This design comes from an exercise in tuning for small area, a short achievable clock period and few clock cycles per item on the open sky130 flow, not from production work. No activity file was given, so power comes from the tool's default toggle rates.

run 5:
==> module biriscv_divider, before the edit <==
module biriscv_divider
(
     input           clk_i
    ,input           rst_i
    ,input           opcode_valid_i
    ,input  [ 31:0]  opcode_opcode_i
    ,input  [ 31:0]  opcode_pc_i
    ,input           opcode_invalid_i
    ,input  [  4:0]  opcode_rd_idx_i
    ,input  [  4:0]  opcode_ra_idx_i
    ,input  [  4:0]  opcode_rb_idx_i
    ,input  [ 31:0]  opcode_ra_operand_i
    ,input  [ 31:0]  opcode_rb_operand_i
    ,output          writeback_valid_o
    ,output [ 31:0]  writeback_value_o
);
function low_mask32;
    input [31:0] x;
    begin
        low_mask32 = ~|(x[31:1] & ~x[30:0]);
    end
endfunction
wire div_rem_inst_w = ((opcode_opcode_i & 32'hfe00707f)  == 32'h2004033)  ||
                      ((opcode_opcode_i & 32'hfe00707f) == 32'h2005033) ||
                      ((opcode_opcode_i & 32'hfe00707f)  == 32'h2006033)  ||
                      ((opcode_opcode_i & 32'hfe00707f) == 32'h2007033);
wire start_w  = opcode_valid_i & div_rem_inst_w;
wire signed_w = ~opcode_opcode_i[12];    
wire div_w    = ~opcode_opcode_i[13];    
wire [31:0] a_w = opcode_ra_operand_i;
wire [31:0] b_w = opcode_rb_operand_i;
wire a_neg_w  = signed_w & a_w[31];
wire b_neg_w  = signed_w & b_w[31];
wire [31:0] a_abs_w = a_neg_w ? -a_w : a_w;
wire [31:0] a_inv_w = a_w ^ {32{a_neg_w}};
wire [31:0] b_inv_w = b_w ^ {32{b_neg_w}};
wire [5:0]  za_w;
wire [5:0]  zb_w;
biriscv_divider_clz u_clz_a (.x_i(a_inv_w), .z_o(za_w));
biriscv_divider_clz u_clz_b (.x_i(b_inv_w), .z_o(zb_w));
wire        pa_w    = a_neg_w & low_mask32(a_inv_w);
wire        b_zero_w = zb_w[5] & ~b_neg_w;
wire [5:0]  za_x_w   = za_w - {5'b0, pa_w};
wire [5:0]  zb_x_w   = {zb_w[5] & ~b_neg_w, zb_w[4:0] | {5{zb_w[5]}}};
wire [6:0]  shift_w  = {1'b0, zb_x_w} - {1'b0, za_x_w};
wire        no_q_w   = shift_w[6] | b_zero_w;
wire [4:0]  sh_w     = {shift_w[4:1], 1'b1};
wire [65:0] e_sh_w   = {2'b11, ~b_inv_w, {32{~b_neg_w}}} << sh_w;
wire [33:0] e_init_w = e_sh_w[65:32];
reg        busy_q;
reg        valid_q;
reg [3:0]  cnt_q;
reg        div_q;       
reg        neg_q;       
reg [31:0] r_q;         
reg [33:0] e_q;         
reg        c_q;         
reg [31:0] q_q;         
wire [35:0] sum1_w  = {3'b0, r_q, 1'b1} + {1'b1, e_q, c_q};
wire [34:0] sub1_w  = sum1_w[35:1];
wire        q1_w    = ~sub1_w[34];
wire [31:0] r1_w    = q1_w ? sub1_w[31:0] : r_q;
wire [33:0] e1_w    = {1'b1, e_q[33:1]};
wire [35:0] sum2_w  = {3'b0, r1_w, 1'b1} + {1'b1, e1_w, c_q};
wire [34:0] sub2_w  = sum2_w[35:1];
wire        q2_w    = ~sub2_w[34];
wire [31:0] r2_w    = q2_w ? sub2_w[31:0] : r1_w;
always @(posedge clk_i or posedge rst_i)
if (rst_i)
begin
    busy_q  <= 1'b0;
    valid_q <= 1'b0;
    cnt_q   <= 4'b0;
end
else if (busy_q)
begin
    cnt_q   <= cnt_q - 4'd1;
    if (cnt_q == 4'd0)
    begin
        valid_q <= 1'b1;
        busy_q  <= 1'b0;
    end
    else
        valid_q <= 1'b0;
end
else
begin
    cnt_q   <= sh_w[4:1];
    valid_q <= start_w & no_q_w;
    busy_q  <= start_w & ~no_q_w;
end
always @(posedge clk_i)
if (busy_q)
begin
    if (div_q && cnt_q == 4'd0)
        r_q <= {q_q[29:0], q1_w, q2_w};
    else
        r_q <= r2_w;
    e_q <= {2'b11, e_q[33:2]};
    q_q <= {q_q[29:0], q1_w, q2_w};
end
else
begin
    r_q   <= (div_w & no_q_w) ? {32{b_zero_w}} : a_abs_w;
    e_q   <= e_init_w;
    c_q   <= ~b_neg_w;
    q_q   <= 32'b0;
    div_q <= div_w;
    neg_q <= div_w ? (a_neg_w ^ b_neg_w) & ~b_zero_w : a_neg_w;
end
assign writeback_valid_o = valid_q;
assign writeback_value_o = neg_q ? -r_q : r_q;
endmodule
clock: 7.0 ns
lec_check: 0
cap_margin: 20
core_margin: 2
core_utilization: 60
setup_slack_margin: 1.5
slew_margin: 20
run.sh (not shown) runs the stock make flow with config.mk's settings and CLKGATE_MAP_FILE= SYNTH_SCRIPT=/design/flow/synth_recipe.tcl, a recipe that flattens the netlist after the stock synthesis.
Every stage of the flow completed for run 5, and the final layout passed the timing, design-rule and antenna checks.
> inputs changed (run 5 -> run 4)
--- a/flow/design.v
+++ b/flow/design.v
@@ -39,31 +39,32 @@
 biriscv_divider_clz u_clz_a (.x_i(a_inv_w), .z_o(za_w));
 biriscv_divider_clz u_clz_b (.x_i(b_inv_w), .z_o(zb_w));
 wire        pa_w    = a_neg_w & low_mask32(a_inv_w);
+wire        pb_w    = b_neg_w & low_mask32(b_inv_w);
 wire        b_zero_w = zb_w[5] & ~b_neg_w;
 wire [5:0]  za_x_w   = za_w - {5'b0, pa_w};
-wire [5:0]  zb_x_w   = {zb_w[5] & ~b_neg_w, zb_w[4:0] | {5{zb_w[5]}}};
+wire [5:0]  zb_x_w   = zb_w - {5'b0, pb_w};
 wire [6:0]  shift_w  = {1'b0, zb_x_w} - {1'b0, za_x_w};
 wire        no_q_w   = shift_w[6] | b_zero_w;
 wire [4:0]  sh_w     = {shift_w[4:1], 1'b1};
-wire [65:0] e_sh_w   = {2'b11, ~b_inv_w, {32{~b_neg_w}}} << sh_w;
-wire [33:0] e_init_w = e_sh_w[65:32];
+wire [64:0] e_sh_w   = {1'b1, ~b_inv_w, {32{~b_neg_w}}} << sh_w;
+wire [32:0] e_init_w = e_sh_w[64:32];
 reg        busy_q;
 reg        valid_q;
 reg [3:0]  cnt_q;
 reg        div_q;       
 reg        neg_q;       
 reg [31:0] r_q;         
-reg [33:0] e_q;         
+reg [32:0] e_q;         
 reg        c_q;         
 reg [31:0] q_q;         
-wire [35:0] sum1_w  = {3'b0, r_q, 1'b1} + {1'b1, e_q, c_q};
-wire [34:0] sub1_w  = sum1_w[35:1];
-wire        q1_w    = ~sub1_w[34];
+wire [34:0] sum1_w  = {2'b0, r_q, 1'b1} + {1'b1, e_q, c_q};
+wire [33:0] sub1_w  = sum1_w[34:1];
+wire        q1_w    = ~sub1_w[33];
 wire [31:0] r1_w    = q1_w ? sub1_w[31:0] : r_q;
-wire [33:0] e1_w    = {1'b1, e_q[33:1]};
-wire [35:0] sum2_w  = {3'b0, r1_w, 1'b1} + {1'b1, e1_w, c_q};
-wire [34:0] sub2_w  = sum2_w[35:1];
-wire        q2_w    = ~sub2_w[34];
+wire [32:0] e1_w    = {1'b1, e_q[32:1]};
+wire [34:0] sum2_w  = {2'b0, r1_w, 1'b1} + {1'b1, e1_w, c_q};
+wire [33:0] sub2_w  = sum2_w[34:1];
+wire        q2_w    = ~sub2_w[33];
 wire [31:0] r2_w    = q2_w ? sub2_w[31:0] : r1_w;
 always @(posedge clk_i or posedge rst_i)
 if (rst_i)
@@ -96,7 +97,7 @@
         r_q <= {q_q[29:0], q1_w, q2_w};
     else
         r_q <= r2_w;
-    e_q <= {2'b11, e_q[33:2]};
+    e_q <= {2'b11, e_q[32:2]};
     q_q <= {q_q[29:0], q1_w, q2_w};
 end
 else
--- outcome ---
[run 4 vs run 5] utilization: lower in run 4
In the tables for run 4 and run 5, number of nets in the final layout reads higher with run 4.
Area of the die (run 4 over run 5): increase, 400 µm²
Between run 4 and run 5, the via count of the first global-routing pass is lower for run 5.
When the final numbers for run 4 and run 5 were put side by side, the number of placement rows turned out to be greater in run 4.
Re smallest setup slack after layout: run 4 is 350 ps up on run 5.
Of the two values seen for critical path start-end classification, input pin to flip-flop was produced by run 5 and flip-flop to flip-flop by run 4.
Compared to run 5, run 4 has fewer flip-flops.
Delta (run 4 minus run 5): area growth from synthesis to final layout decreased 3.1 points; reported sequential group power now smaller; shortest period the worst path allows went down 350 ps.
Run 4 ended with less worst hold margin than run 5.
Peak ir drop on the vdd network was lower in run 5 than in run 4.
Diff run 5 -> run 4 | overall die width | up slightly
Core area ends up higher on run 4.
No run of this note included a check of the RTL's function; only the layout flow was run.

[separate check: timing with driven ports]
The flow's constraints put no driver on any port. The routed layouts listed below were extracted and timed again, unchanged, in two steps. Step 1 sets driving cells, clkbuf_16 on the clock port and buf_2 on the other inputs (assumed; they add their load-dependent delay and slew). Step 2 also shifts input and output timing later by t, the mid clock arrival at the registers, as if the neighbouring blocks saw the same clock. a / b / c = ideal ports / drivers / drivers and shift; a / b = the first two.
run	t (ns)	setup slack, ns	worst setup path after step 2
run 5	0.397	1.045 / 1.061 / 0.664	input to register
run 4	0.397	1.399 / 1.399 / 1.039	input to register
After both steps every run listed still meets setup and hold. For run 5, which loses most, drivers alone change the setup slack by +0.016 ns; drivers and shift together by -0.381 ns.
